Source: an optimization exercise on an open RTL-to-GDS flow (aim: small area and a short achievable clock period). Production flows keep margins and buffers that such runs may drop.

==> v24: inputs <==
// ROTATING_VECTORING
module ROTATING_VECTORING(clk, xi, yi, xf, yf);
  input clk;
  input [15:0] xi, yi;
  output [15:0] xf, yf;
  reg [7:0] E;
  wire ad1_m = ~(1'b1);
  wire ad1_p0 = xi[0] ^ (yi[0] ^ ad1_m);
  wire ad1_p1 = xi[1] ^ (yi[1] ^ ad1_m);
  wire ad1_p2 = xi[2] ^ (yi[2] ^ ad1_m);
  wire ad1_p3 = xi[3] ^ (yi[3] ^ ad1_m);
  wire ad1_p4 = xi[4] ^ (yi[4] ^ ad1_m);
  wire ad1_p5 = xi[5] ^ (yi[5] ^ ad1_m);
  wire ad1_p6 = xi[6] ^ (yi[6] ^ ad1_m);
  wire ad1_p7 = xi[7] ^ (yi[7] ^ ad1_m);
  wire ad1_p8 = xi[8] ^ (yi[8] ^ ad1_m);
  wire ad1_p9 = xi[9] ^ (yi[9] ^ ad1_m);
  wire ad1_p10 = xi[10] ^ (yi[10] ^ ad1_m);
  wire ad1_p11 = xi[11] ^ (yi[11] ^ ad1_m);
  wire ad1_p12 = xi[12] ^ (yi[12] ^ ad1_m);
  wire ad1_p13 = xi[13] ^ (yi[13] ^ ad1_m);
  wire ad1_p14 = xi[14] ^ (yi[14] ^ ad1_m);
  wire ad1_p15 = xi[15] ^ (yi[15] ^ ad1_m);
  wire ad1_g0_0 = (xi[0] & (yi[0] ^ ad1_m)) | (ad1_p0 & (1'b0 ^ ad1_m));
  wire ad1_g1_0 = xi[1] & (yi[1] ^ ad1_m);
  wire ad1_g2_0 = xi[2] & (yi[2] ^ ad1_m);
  wire ad1_g3_0 = xi[3] & (yi[3] ^ ad1_m);
  wire ad1_g4_0 = xi[4] & (yi[4] ^ ad1_m);
  wire ad1_g5_0 = xi[5] & (yi[5] ^ ad1_m);
  wire ad1_g6_0 = xi[6] & (yi[6] ^ ad1_m);
  wire ad1_g7_0 = xi[7] & (yi[7] ^ ad1_m);
  wire ad1_g8_0 = xi[8] & (yi[8] ^ ad1_m);
  wire ad1_g9_0 = xi[9] & (yi[9] ^ ad1_m);
  wire ad1_g10_0 = xi[10] & (yi[10] ^ ad1_m);
  wire ad1_g11_0 = xi[11] & (yi[11] ^ ad1_m);
  wire ad1_g12_0 = xi[12] & (yi[12] ^ ad1_m);
  wire ad1_g13_0 = xi[13] & (yi[13] ^ ad1_m);
  wire ad1_g14_0 = xi[14] & (yi[14] ^ ad1_m);
  wire ad1_g15_0 = xi[15] & (yi[15] ^ ad1_m);
  wire ad1_g1_1 = ad1_g1_0 | (ad1_p1 & ad1_g0_0);
  wire ad1_pp1_1 = ad1_p1 & ad1_p0;
  wire ad1_g2_1 = ad1_g2_0 | (ad1_p2 & ad1_g1_0);
  wire ad1_pp2_1 = ad1_p2 & ad1_p1;
  wire ad1_g3_1 = ad1_g3_0 | (ad1_p3 & ad1_g2_0);
  wire ad1_pp3_1 = ad1_p3 & ad1_p2;
  wire ad1_g4_1 = ad1_g4_0 | (ad1_p4 & ad1_g3_0);
  wire ad1_pp4_1 = ad1_p4 & ad1_p3;
  wire ad1_g5_1 = ad1_g5_0 | (ad1_p5 & ad1_g4_0);
  wire ad1_pp5_1 = ad1_p5 & ad1_p4;
  wire ad1_g6_1 = ad1_g6_0 | (ad1_p6 & ad1_g5_0);
  wire ad1_pp6_1 = ad1_p6 & ad1_p5;
  wire ad1_g7_1 = ad1_g7_0 | (ad1_p7 & ad1_g6_0);
  wire ad1_pp7_1 = ad1_p7 & ad1_p6;
  wire ad1_g8_1 = ad1_g8_0 | (ad1_p8 & ad1_g7_0);
  wire ad1_pp8_1 = ad1_p8 & ad1_p7;
  ...
clock: 8.0 ns
lec_check: 0
abc_area: 1
cap_margin: 20
core_margin: 2
core_utilization: 40
cts_cluster_diameter: 100
cts_cluster_size: 24
place_density: 0.75
setup_slack_margin: 5
slew_margin: 20
run.sh (not shown) runs the stock make flow with config.mk's settings and CLKGATE_MAP_FILE= SYNTH_SCRIPT=/design/flow/synth_recipe.tcl, a recipe that flattens the netlist after the stock synthesis.
==> v26 (differences from v24) <==
--- a/flow/design.v
+++ b/flow/design.v
@@ -527,17 +527,20 @@
   wire ad3_pp13_4 = ad3_pp13_3 & ad3_pp7_3;
   wire ad3_g14_4 = ad3_g14_3 | (ad3_pp14_3 & ad3_g7_3);
   wire ad3_pp14_4 = ad3_pp14_3 & ad3_pp7_3;
   wire ad3_g15_4 = ad3_g15_3 | (ad3_pp15_3 & ad3_g7_3);
   wire ad3_pp15_4 = ad3_pp15_3 & ad3_pp7_3;
   wire [15:0] ad3 = {(ad3_p15 ^ ad3_g14_4), (ad3_p14 ^ ad3_g13_4), (ad3_p13 ^ ad3_g12_4), (ad3_p12 ^ ad3_g11_4), (ad3_p11 ^ ad3_g10_4), (ad3_p10 ^ ad3_g9_4), (ad3_p9 ^ ad3_g8_4), (ad3_p8 ^ ad3_g7_3), (ad3_p7 ^ ad3_g6_3), (ad3_p6 ^ ad3_g5_3), (ad3_p5 ^ ad3_g4_3), (ad3_p4 ^ ad3_g3_2), (ad3_p3 ^ ad3_g2_2), (ad3_p2 ^ ad3_g1_1), (ad3_p1 ^ ad3_g0_0), (ad3_p0 ^ ((vx1[15] & (|vx1[0:0])) ^ ad3_m))};
   reg [15:0] vx2, vy2;
   reg [1:0] vE2;    
+  reg vzx2, vzy2;    
   always @(posedge clk) begin
+    vzx2 <= |ad2[1:0];
+    vzy2 <= |ad3[1:0];
     vx2 <= ad2;
     vy2 <= ad3;
     vE2 <= {ve1, ve0};
   end
   wire ve2 = vy2[15];
   wire ad4_m = ~(~ve2);
   wire ad4_p0 = vx2[0] ^ (vy2[2] ^ ad4_m);
   wire ad4_p1 = vx2[1] ^ (vy2[3] ^ ad4_m);
@@ -550,17 +553,17 @@
   wire ad4_p8 = vx2[8] ^ (vy2[10] ^ ad4_m);
   wire ad4_p9 = vx2[9] ^ (vy2[11] ^ ad4_m);
   wire ad4_p10 = vx2[10] ^ (vy2[12] ^ ad4_m);
   wire ad4_p11 = vx2[11] ^ (vy2[13] ^ ad4_m);
   wire ad4_p12 = vx2[12] ^ (vy2[14] ^ ad4_m);
   wire ad4_p13 = vx2[13] ^ (vy2[15] ^ ad4_m);
   wire ad4_p14 = vx2[14] ^ (vy2[15] ^ ad4_m);
   wire ad4_p15 = vx2[15] ^ (vy2[15] ^ ad4_m);
-  wire ad4_g0_0 = (vx2[0] & (vy2[2] ^ ad4_m)) | (ad4_p0 & ((vy2[15] & (|vy2[1:0])) ^ ad4_m));
+  wire ad4_g0_0 = (vx2[0] & (vy2[2] ^ ad4_m)) | (ad4_p0 & ((vy2[15] & vzy2) ^ ad4_m));
   wire ad4_g1_0 = vx2[1] & (vy2[3] ^ ad4_m);
   wire ad4_g2_0 = vx2[2] & (vy2[4] ^ ad4_m);
   wire ad4_g3_0 = vx2[3] & (vy2[5] ^ ad4_m);
   wire ad4_g4_0 = vx2[4] & (vy2[6] ^ ad4_m);
   wire ad4_g5_0 = vx2[5] & (vy2[7] ^ ad4_m);
   wire ad4_g6_0 = vx2[6] & (vy2[8] ^ ad4_m);
   wire ad4_g7_0 = vx2[7] & (vy2[9] ^ ad4_m);
   wire ad4_g8_0 = vx2[8] & (vy2[10] ^ ad4_m);
@@ -630,17 +633,17 @@
   wire ad4_g12_4 = ad4_g12_3 | (ad4_pp12_3 & ad4_g7_3);
   wire ad4_pp12_4 = ad4_pp12_3 & ad4_pp7_3;
   wire ad4_g13_4 = ad4_g13_3 | (ad4_pp13_3 & ad4_g7_3);
   wire ad4_pp13_4 = ad4_pp13_3 & ad4_pp7_3;
   wire ad4_g14_4 = ad4_g14_3 | (ad4_pp14_3 & ad4_g7_3);
   wire ad4_pp14_4 = ad4_pp14_3 & ad4_pp7_3;
   wire ad4_g15_4 = ad4_g15_3 | (ad4_pp15_3 & ad4_g7_3);
   wire ad4_pp15_4 = ad4_pp15_3 & ad4_pp7_3;
-  wire [15:0] ad4 = {(ad4_p15 ^ ad4_g14_4), (ad4_p14 ^ ad4_g13_4), (ad4_p13 ^ ad4_g12_4), (ad4_p12 ^ ad4_g11_4), (ad4_p11 ^ ad4_g10_4), (ad4_p10 ^ ad4_g9_4), (ad4_p9 ^ ad4_g8_4), (ad4_p8 ^ ad4_g7_3), (ad4_p7 ^ ad4_g6_3), (ad4_p6 ^ ad4_g5_3), (ad4_p5 ^ ad4_g4_3), (ad4_p4 ^ ad4_g3_2), (ad4_p3 ^ ad4_g2_2), (ad4_p2 ^ ad4_g1_1), (ad4_p1 ^ ad4_g0_0), (ad4_p0 ^ ((vy2[15] & (|vy2[1:0])) ^ ad4_m))};
+  wire [15:0] ad4 = {(ad4_p15 ^ ad4_g14_4), (ad4_p14 ^ ad4_g13_4), (ad4_p13 ^ ad4_g12_4), (ad4_p12 ^ ad4_g11_4), (ad4_p11 ^ ad4_g10_4), (ad4_p10 ^ ad4_g9_4), (ad4_p9 ^ ad4_g8_4), (ad4_p8 ^ ad4_g7_3), (ad4_p7 ^ ad4_g6_3), (ad4_p6 ^ ad4_g5_3), (ad4_p5 ^ ad4_g4_3), (ad4_p4 ^ ad4_g3_2), (ad4_p3 ^ ad4_g2_2), (ad4_p2 ^ ad4_g1_1), (ad4_p1 ^ ad4_g0_0), (ad4_p0 ^ ((vy2[15] & vzy2) ^ ad4_m))};
   wire ad5_m = ~(ve2);
   wire ad5_p0 = vy2[0] ^ (vx2[2] ^ ad5_m);
   wire ad5_p1 = vy2[1] ^ (vx2[3] ^ ad5_m);
   wire ad5_p2 = vy2[2] ^ (vx2[4] ^ ad5_m);
   wire ad5_p3 = vy2[3] ^ (vx2[5] ^ ad5_m);
   wire ad5_p4 = vy2[4] ^ (vx2[6] ^ ad5_m);
   wire ad5_p5 = vy2[5] ^ (vx2[7] ^ ad5_m);
   wire ad5_p6 = vy2[6] ^ (vx2[8] ^ ad5_m);
@@ -648,17 +651,17 @@
   wire ad5_p8 = vy2[8] ^ (vx2[10] ^ ad5_m);
   wire ad5_p9 = vy2[9] ^ (vx2[11] ^ ad5_m);
   wire ad5_p10 = vy2[10] ^ (vx2[12] ^ ad5_m);
   wire ad5_p11 = vy2[11] ^ (vx2[13] ^ ad5_m);
   wire ad5_p12 = vy2[12] ^ (vx2[14] ^ ad5_m);
   wire ad5_p13 = vy2[13] ^ (vx2[15] ^ ad5_m);
   wire ad5_p14 = vy2[14] ^ (vx2[15] ^ ad5_m);
   wire ad5_p15 = vy2[15] ^ (vx2[15] ^ ad5_m);
-  wire ad5_g0_0 = (vy2[0] & (vx2[2] ^ ad5_m)) | (ad5_p0 & ((vx2[15] & (|vx2[1:0])) ^ ad5_m));
+  wire ad5_g0_0 = (vy2[0] & (vx2[2] ^ ad5_m)) | (ad5_p0 & ((vx2[15] & vzx2) ^ ad5_m));
   wire ad5_g1_0 = vy2[1] & (vx2[3] ^ ad5_m);
   wire ad5_g2_0 = vy2[2] & (vx2[4] ^ ad5_m);
   wire ad5_g3_0 = vy2[3] & (vx2[5] ^ ad5_m);
   wire ad5_g4_0 = vy2[4] & (vx2[6] ^ ad5_m);
   wire ad5_g5_0 = vy2[5] & (vx2[7] ^ ad5_m);
   wire ad5_g6_0 = vy2[6] & (vx2[8] ^ ad5_m);
   wire ad5_g7_0 = vy2[7] & (vx2[9] ^ ad5_m);
   wire ad5_g8_0 = vy2[8] & (vx2[10] ^ ad5_m);
@@ -728,17 +731,17 @@
   wire ad5_g12_4 = ad5_g12_3 | (ad5_pp12_3 & ad5_g7_3);
   wire ad5_pp12_4 = ad5_pp12_3 & ad5_pp7_3;
   wire ad5_g13_4 = ad5_g13_3 | (ad5_pp13_3 & ad5_g7_3);
   wire ad5_pp13_4 = ad5_pp13_3 & ad5_pp7_3;
   wire ad5_g14_4 = ad5_g14_3 | (ad5_pp14_3 & ad5_g7_3);
   wire ad5_pp14_4 = ad5_pp14_3 & ad5_pp7_3;
   wire ad5_g15_4 = ad5_g15_3 | (ad5_pp15_3 & ad5_g7_3);
   wire ad5_pp15_4 = ad5_pp15_3 & ad5_pp7_3;
-  wire [15:0] ad5 = {(ad5_p15 ^ ad5_g14_4), (ad5_p14 ^ ad5_g13_4), (ad5_p13 ^ ad5_g12_4), (ad5_p12 ^ ad5_g11_4), (ad5_p11 ^ ad5_g10_4), (ad5_p10 ^ ad5_g9_4), (ad5_p9 ^ ad5_g8_4), (ad5_p8 ^ ad5_g7_3), (ad5_p7 ^ ad5_g6_3), (ad5_p6 ^ ad5_g5_3), (ad5_p5 ^ ad5_g4_3), (ad5_p4 ^ ad5_g3_2), (ad5_p3 ^ ad5_g2_2), (ad5_p2 ^ ad5_g1_1), (ad5_p1 ^ ad5_g0_0), (ad5_p0 ^ ((vx2[15] & (|vx2[1:0])) ^ ad5_m))};
+  wire [15:0] ad5 = {(ad5_p15 ^ ad5_g14_4), (ad5_p14 ^ ad5_g13_4), (ad5_p13 ^ ad5_g12_4), (ad5_p12 ^ ad5_g11_4), (ad5_p11 ^ ad5_g10_4), (ad5_p10 ^ ad5_g9_4), (ad5_p9 ^ ad5_g8_4), (ad5_p8 ^ ad5_g7_3), (ad5_p7 ^ ad5_g6_3), (ad5_p6 ^ ad5_g5_3), (ad5_p5 ^ ad5_g4_3), (ad5_p4 ^ ad5_g3_2), (ad5_p3 ^ ad5_g2_2), (ad5_p2 ^ ad5_g1_1), (ad5_p1 ^ ad5_g0_0), (ad5_p0 ^ ((vx2[15] & vzx2) ^ ad5_m))};
   reg [15:0] vx3, vy3;
   reg [2:0] vE3;    
   reg vzx3, vzy3;    
   always @(posedge clk) begin
     vzx3 <= |ad4[2:0];
     vzy3 <= |ad5[2:0];
     vx3 <= ad4;
     vy3 <= ad5;
@@ -1695,17 +1698,20 @@
   assign c1_new_n22 = (E[6] & E[7]);
   assign c1_new_n23 = (~E[5] & ~c1_new_n22);
   assign c1_new_n24 = (E[4] & ~c1_new_n23);
   assign c1_new_n25 = (E[0] & ~E[3]);
   assign c1_new_n26 = (c1_new_n18 & c1_new_n25);
   assign c1_new_n27 = (~c1_new_n24 & c1_new_n26);
   assign dn2 = ~((~c1_new_n21 & ~c1_new_n27));
   reg [2:1] rd2;
+  reg rzx2, rzy2;    
   always @(posedge clk) begin
+    rzx2 <= |ad13[1:0];
+    rzy2 <= |ad14[1:0];
     rx2 <= ad13;
     ry2 <= ad14;
     rd2 <= {dn2, rd1[1:1]};
   end
   wire ad15_m = ~(rd2[2]);
   wire ad15_p0 = rx2[0] ^ (ry2[2] ^ ad15_m);
   wire ad15_p1 = rx2[1] ^ (ry2[3] ^ ad15_m);
   wire ad15_p2 = rx2[2] ^ (ry2[4] ^ ad15_m);
@@ -1717,17 +1723,17 @@
   wire ad15_p8 = rx2[8] ^ (ry2[10] ^ ad15_m);
   wire ad15_p9 = rx2[9] ^ (ry2[11] ^ ad15_m);
   wire ad15_p10 = rx2[10] ^ (ry2[12] ^ ad15_m);
   wire ad15_p11 = rx2[11] ^ (ry2[13] ^ ad15_m);
   wire ad15_p12 = rx2[12] ^ (ry2[14] ^ ad15_m);
   wire ad15_p13 = rx2[13] ^ (ry2[15] ^ ad15_m);
   wire ad15_p14 = rx2[14] ^ (ry2[15] ^ ad15_m);
   wire ad15_p15 = rx2[15] ^ (ry2[15] ^ ad15_m);
-  wire ad15_g0_0 = (rx2[0] & (ry2[2] ^ ad15_m)) | (ad15_p0 & ((ry2[15] & (|ry2[1:0])) ^ ad15_m));
+  wire ad15_g0_0 = (rx2[0] & (ry2[2] ^ ad15_m)) | (ad15_p0 & ((ry2[15] & rzy2) ^ ad15_m));
   wire ad15_g1_0 = rx2[1] & (ry2[3] ^ ad15_m);
   wire ad15_g2_0 = rx2[2] & (ry2[4] ^ ad15_m);
   wire ad15_g3_0 = rx2[3] & (ry2[5] ^ ad15_m);
   wire ad15_g4_0 = rx2[4] & (ry2[6] ^ ad15_m);
   wire ad15_g5_0 = rx2[5] & (ry2[7] ^ ad15_m);
   wire ad15_g6_0 = rx2[6] & (ry2[8] ^ ad15_m);
   wire ad15_g7_0 = rx2[7] & (ry2[9] ^ ad15_m);
   wire ad15_g8_0 = rx2[8] & (ry2[10] ^ ad15_m);
@@ -1797,17 +1803,17 @@
   wire ad15_g12_4 = ad15_g12_3 | (ad15_pp12_3 & ad15_g7_3);
   wire ad15_pp12_4 = ad15_pp12_3 & ad15_pp7_3;
   wire ad15_g13_4 = ad15_g13_3 | (ad15_pp13_3 & ad15_g7_3);
   wire ad15_pp13_4 = ad15_pp13_3 & ad15_pp7_3;
   wire ad15_g14_4 = ad15_g14_3 | (ad15_pp14_3 & ad15_g7_3);
   wire ad15_pp14_4 = ad15_pp14_3 & ad15_pp7_3;
   wire ad15_g15_4 = ad15_g15_3 | (ad15_pp15_3 & ad15_g7_3);
   wire ad15_pp15_4 = ad15_pp15_3 & ad15_pp7_3;
-  wire [15:0] ad15 = {(ad15_p15 ^ ad15_g14_4), (ad15_p14 ^ ad15_g13_4), (ad15_p13 ^ ad15_g12_4), (ad15_p12 ^ ad15_g11_4), (ad15_p11 ^ ad15_g10_4), (ad15_p10 ^ ad15_g9_4), (ad15_p9 ^ ad15_g8_4), (ad15_p8 ^ ad15_g7_3), (ad15_p7 ^ ad15_g6_3), (ad15_p6 ^ ad15_g5_3), (ad15_p5 ^ ad15_g4_3), (ad15_p4 ^ ad15_g3_2), (ad15_p3 ^ ad15_g2_2), (ad15_p2 ^ ad15_g1_1), (ad15_p1 ^ ad15_g0_0), (ad15_p0 ^ ((ry2[15] & (|ry2[1:0])) ^ ad15_m))};
+  wire [15:0] ad15 = {(ad15_p15 ^ ad15_g14_4), (ad15_p14 ^ ad15_g13_4), (ad15_p13 ^ ad15_g12_4), (ad15_p12 ^ ad15_g11_4), (ad15_p11 ^ ad15_g10_4), (ad15_p10 ^ ad15_g9_4), (ad15_p9 ^ ad15_g8_4), (ad15_p8 ^ ad15_g7_3), (ad15_p7 ^ ad15_g6_3), (ad15_p6 ^ ad15_g5_3), (ad15_p5 ^ ad15_g4_3), (ad15_p4 ^ ad15_g3_2), (ad15_p3 ^ ad15_g2_2), (ad15_p2 ^ ad15_g1_1), (ad15_p1 ^ ad15_g0_0), (ad15_p0 ^ ((ry2[15] & rzy2) ^ ad15_m))};
   wire ad16_m = ~(~rd2[2]);
   wire ad16_p0 = ry2[0] ^ (rx2[2] ^ ad16_m);
   wire ad16_p1 = ry2[1] ^ (rx2[3] ^ ad16_m);
   wire ad16_p2 = ry2[2] ^ (rx2[4] ^ ad16_m);
   wire ad16_p3 = ry2[3] ^ (rx2[5] ^ ad16_m);
   wire ad16_p4 = ry2[4] ^ (rx2[6] ^ ad16_m);
   wire ad16_p5 = ry2[5] ^ (rx2[7] ^ ad16_m);
   wire ad16_p6 = ry2[6] ^ (rx2[8] ^ ad16_m);
@@ -1815,17 +1821,17 @@
   wire ad16_p8 = ry2[8] ^ (rx2[10] ^ ad16_m);
   wire ad16_p9 = ry2[9] ^ (rx2[11] ^ ad16_m);
   wire ad16_p10 = ry2[10] ^ (rx2[12] ^ ad16_m);
   wire ad16_p11 = ry2[11] ^ (rx2[13] ^ ad16_m);
   wire ad16_p12 = ry2[12] ^ (rx2[14] ^ ad16_m);
   wire ad16_p13 = ry2[13] ^ (rx2[15] ^ ad16_m);
   wire ad16_p14 = ry2[14] ^ (rx2[15] ^ ad16_m);
   wire ad16_p15 = ry2[15] ^ (rx2[15] ^ ad16_m);
-  wire ad16_g0_0 = (ry2[0] & (rx2[2] ^ ad16_m)) | (ad16_p0 & ((rx2[15] & (|rx2[1:0])) ^ ad16_m));
+  wire ad16_g0_0 = (ry2[0] & (rx2[2] ^ ad16_m)) | (ad16_p0 & ((rx2[15] & rzx2) ^ ad16_m));
   wire ad16_g1_0 = ry2[1] & (rx2[3] ^ ad16_m);
   wire ad16_g2_0 = ry2[2] & (rx2[4] ^ ad16_m);
   wire ad16_g3_0 = ry2[3] & (rx2[5] ^ ad16_m);
   wire ad16_g4_0 = ry2[4] & (rx2[6] ^ ad16_m);
   wire ad16_g5_0 = ry2[5] & (rx2[7] ^ ad16_m);
   wire ad16_g6_0 = ry2[6] & (rx2[8] ^ ad16_m);
   wire ad16_g7_0 = ry2[7] & (rx2[9] ^ ad16_m);
   wire ad16_g8_0 = ry2[8] & (rx2[10] ^ ad16_m);
@@ -1895,17 +1901,17 @@
   wire ad16_g12_4 = ad16_g12_3 | (ad16_pp12_3 & ad16_g7_3);
   wire ad16_pp12_4 = ad16_pp12_3 & ad16_pp7_3;
   wire ad16_g13_4 = ad16_g13_3 | (ad16_pp13_3 & ad16_g7_3);
   wire ad16_pp13_4 = ad16_pp13_3 & ad16_pp7_3;
   wire ad16_g14_4 = ad16_g14_3 | (ad16_pp14_3 & ad16_g7_3);
   wire ad16_pp14_4 = ad16_pp14_3 & ad16_pp7_3;
   wire ad16_g15_4 = ad16_g15_3 | (ad16_pp15_3 & ad16_g7_3);
   wire ad16_pp15_4 = ad16_pp15_3 & ad16_pp7_3;
-  wire [15:0] ad16 = {(ad16_p15 ^ ad16_g14_4), (ad16_p14 ^ ad16_g13_4), (ad16_p13 ^ ad16_g12_4), (ad16_p12 ^ ad16_g11_4), (ad16_p11 ^ ad16_g10_4), (ad16_p10 ^ ad16_g9_4), (ad16_p9 ^ ad16_g8_4), (ad16_p8 ^ ad16_g7_3), (ad16_p7 ^ ad16_g6_3), (ad16_p6 ^ ad16_g5_3), (ad16_p5 ^ ad16_g4_3), (ad16_p4 ^ ad16_g3_2), (ad16_p3 ^ ad16_g2_2), (ad16_p2 ^ ad16_g1_1), (ad16_p1 ^ ad16_g0_0), (ad16_p0 ^ ((rx2[15] & (|rx2[1:0])) ^ ad16_m))};
+  wire [15:0] ad16 = {(ad16_p15 ^ ad16_g14_4), (ad16_p14 ^ ad16_g13_4), (ad16_p13 ^ ad16_g12_4), (ad16_p12 ^ ad16_g11_4), (ad16_p11 ^ ad16_g10_4), (ad16_p10 ^ ad16_g9_4), (ad16_p9 ^ ad16_g8_4), (ad16_p8 ^ ad16_g7_3), (ad16_p7 ^ ad16_g6_3), (ad16_p6 ^ ad16_g5_3), (ad16_p5 ^ ad16_g4_3), (ad16_p4 ^ ad16_g3_2), (ad16_p3 ^ ad16_g2_2), (ad16_p2 ^ ad16_g1_1), (ad16_p1 ^ ad16_g0_0), (ad16_p0 ^ ((rx2[15] & rzx2) ^ ad16_m))};
   reg [15:0] rx3, ry3;
   wire dn3;
   wire c2_new_n12;
   wire c2_new_n13;
   wire c2_new_n14;
   wire c2_new_n15;
   wire c2_new_n16;
   wire c2_new_n17;
==> comparison <==
v26 finished clean. v24 produced a clean layout.
Against v24, the first-iteration DRC count of v26 is larger by 7.3%.
In global-route usage, v24 and v26 hardly differ.
Of v26 and v24, v26 has the higher cell count (gap about 2.5%, measured against v24).
Between v26 and v24, the lower fmax is in v26 (gap 1.7%, measured against v24).
Of v26 and v24, v26 has the higher cell area (gap about 2%, measured against v24).
Of v26 and v24, v24 has the higher sequential share of layout area (gap 0.28 points).
In v24 the count of clock-buffer cells in the layout is lower than in v26, by 4.
Of v26 and v24, v26 has the higher utilization (gap 0.72 points).
Function was not checked in any run of this note: the RTL went through the layout flow alone.

what the ideal ports hide:
The flow's constraints put no driver on any port. The routed layouts listed below were extracted and timed again, unchanged, in two steps.
Step 1 sets driving cells, clkbuf_16 on the clock port and buf_2 on the other inputs (assumed; they add their load-dependent delay and slew).
Step 2 times the ports against the registers' clock, not the clock port: input delays grow and output delays shrink by t, the midpoint of the rising clock arrivals with the driver on.
a / b / c = ideal / step 1 / step 2; a / b = the first two.
| run | shift t [ns] | setup slack, ns | worst hold slack (ns) | worst setup path at the end | pins driven straight from the clock port |
|---|---|---|---|---|---|
| v24 | 0.641 | 5.060 / 5.088 / 4.462 | 0.321 / 0.321 / 0.321 | input to register | 1 |
| v26 | 0.640 | 5.009 / 5.009 / 4.410 | 0.332 / 0.332 / 0.332 | input to register | 1 |
After both steps setup and hold are still met in every run listed. The setup slack of v26, which loses most, moves by 0.000 ns with the drivers and by -0.599 ns with both steps.
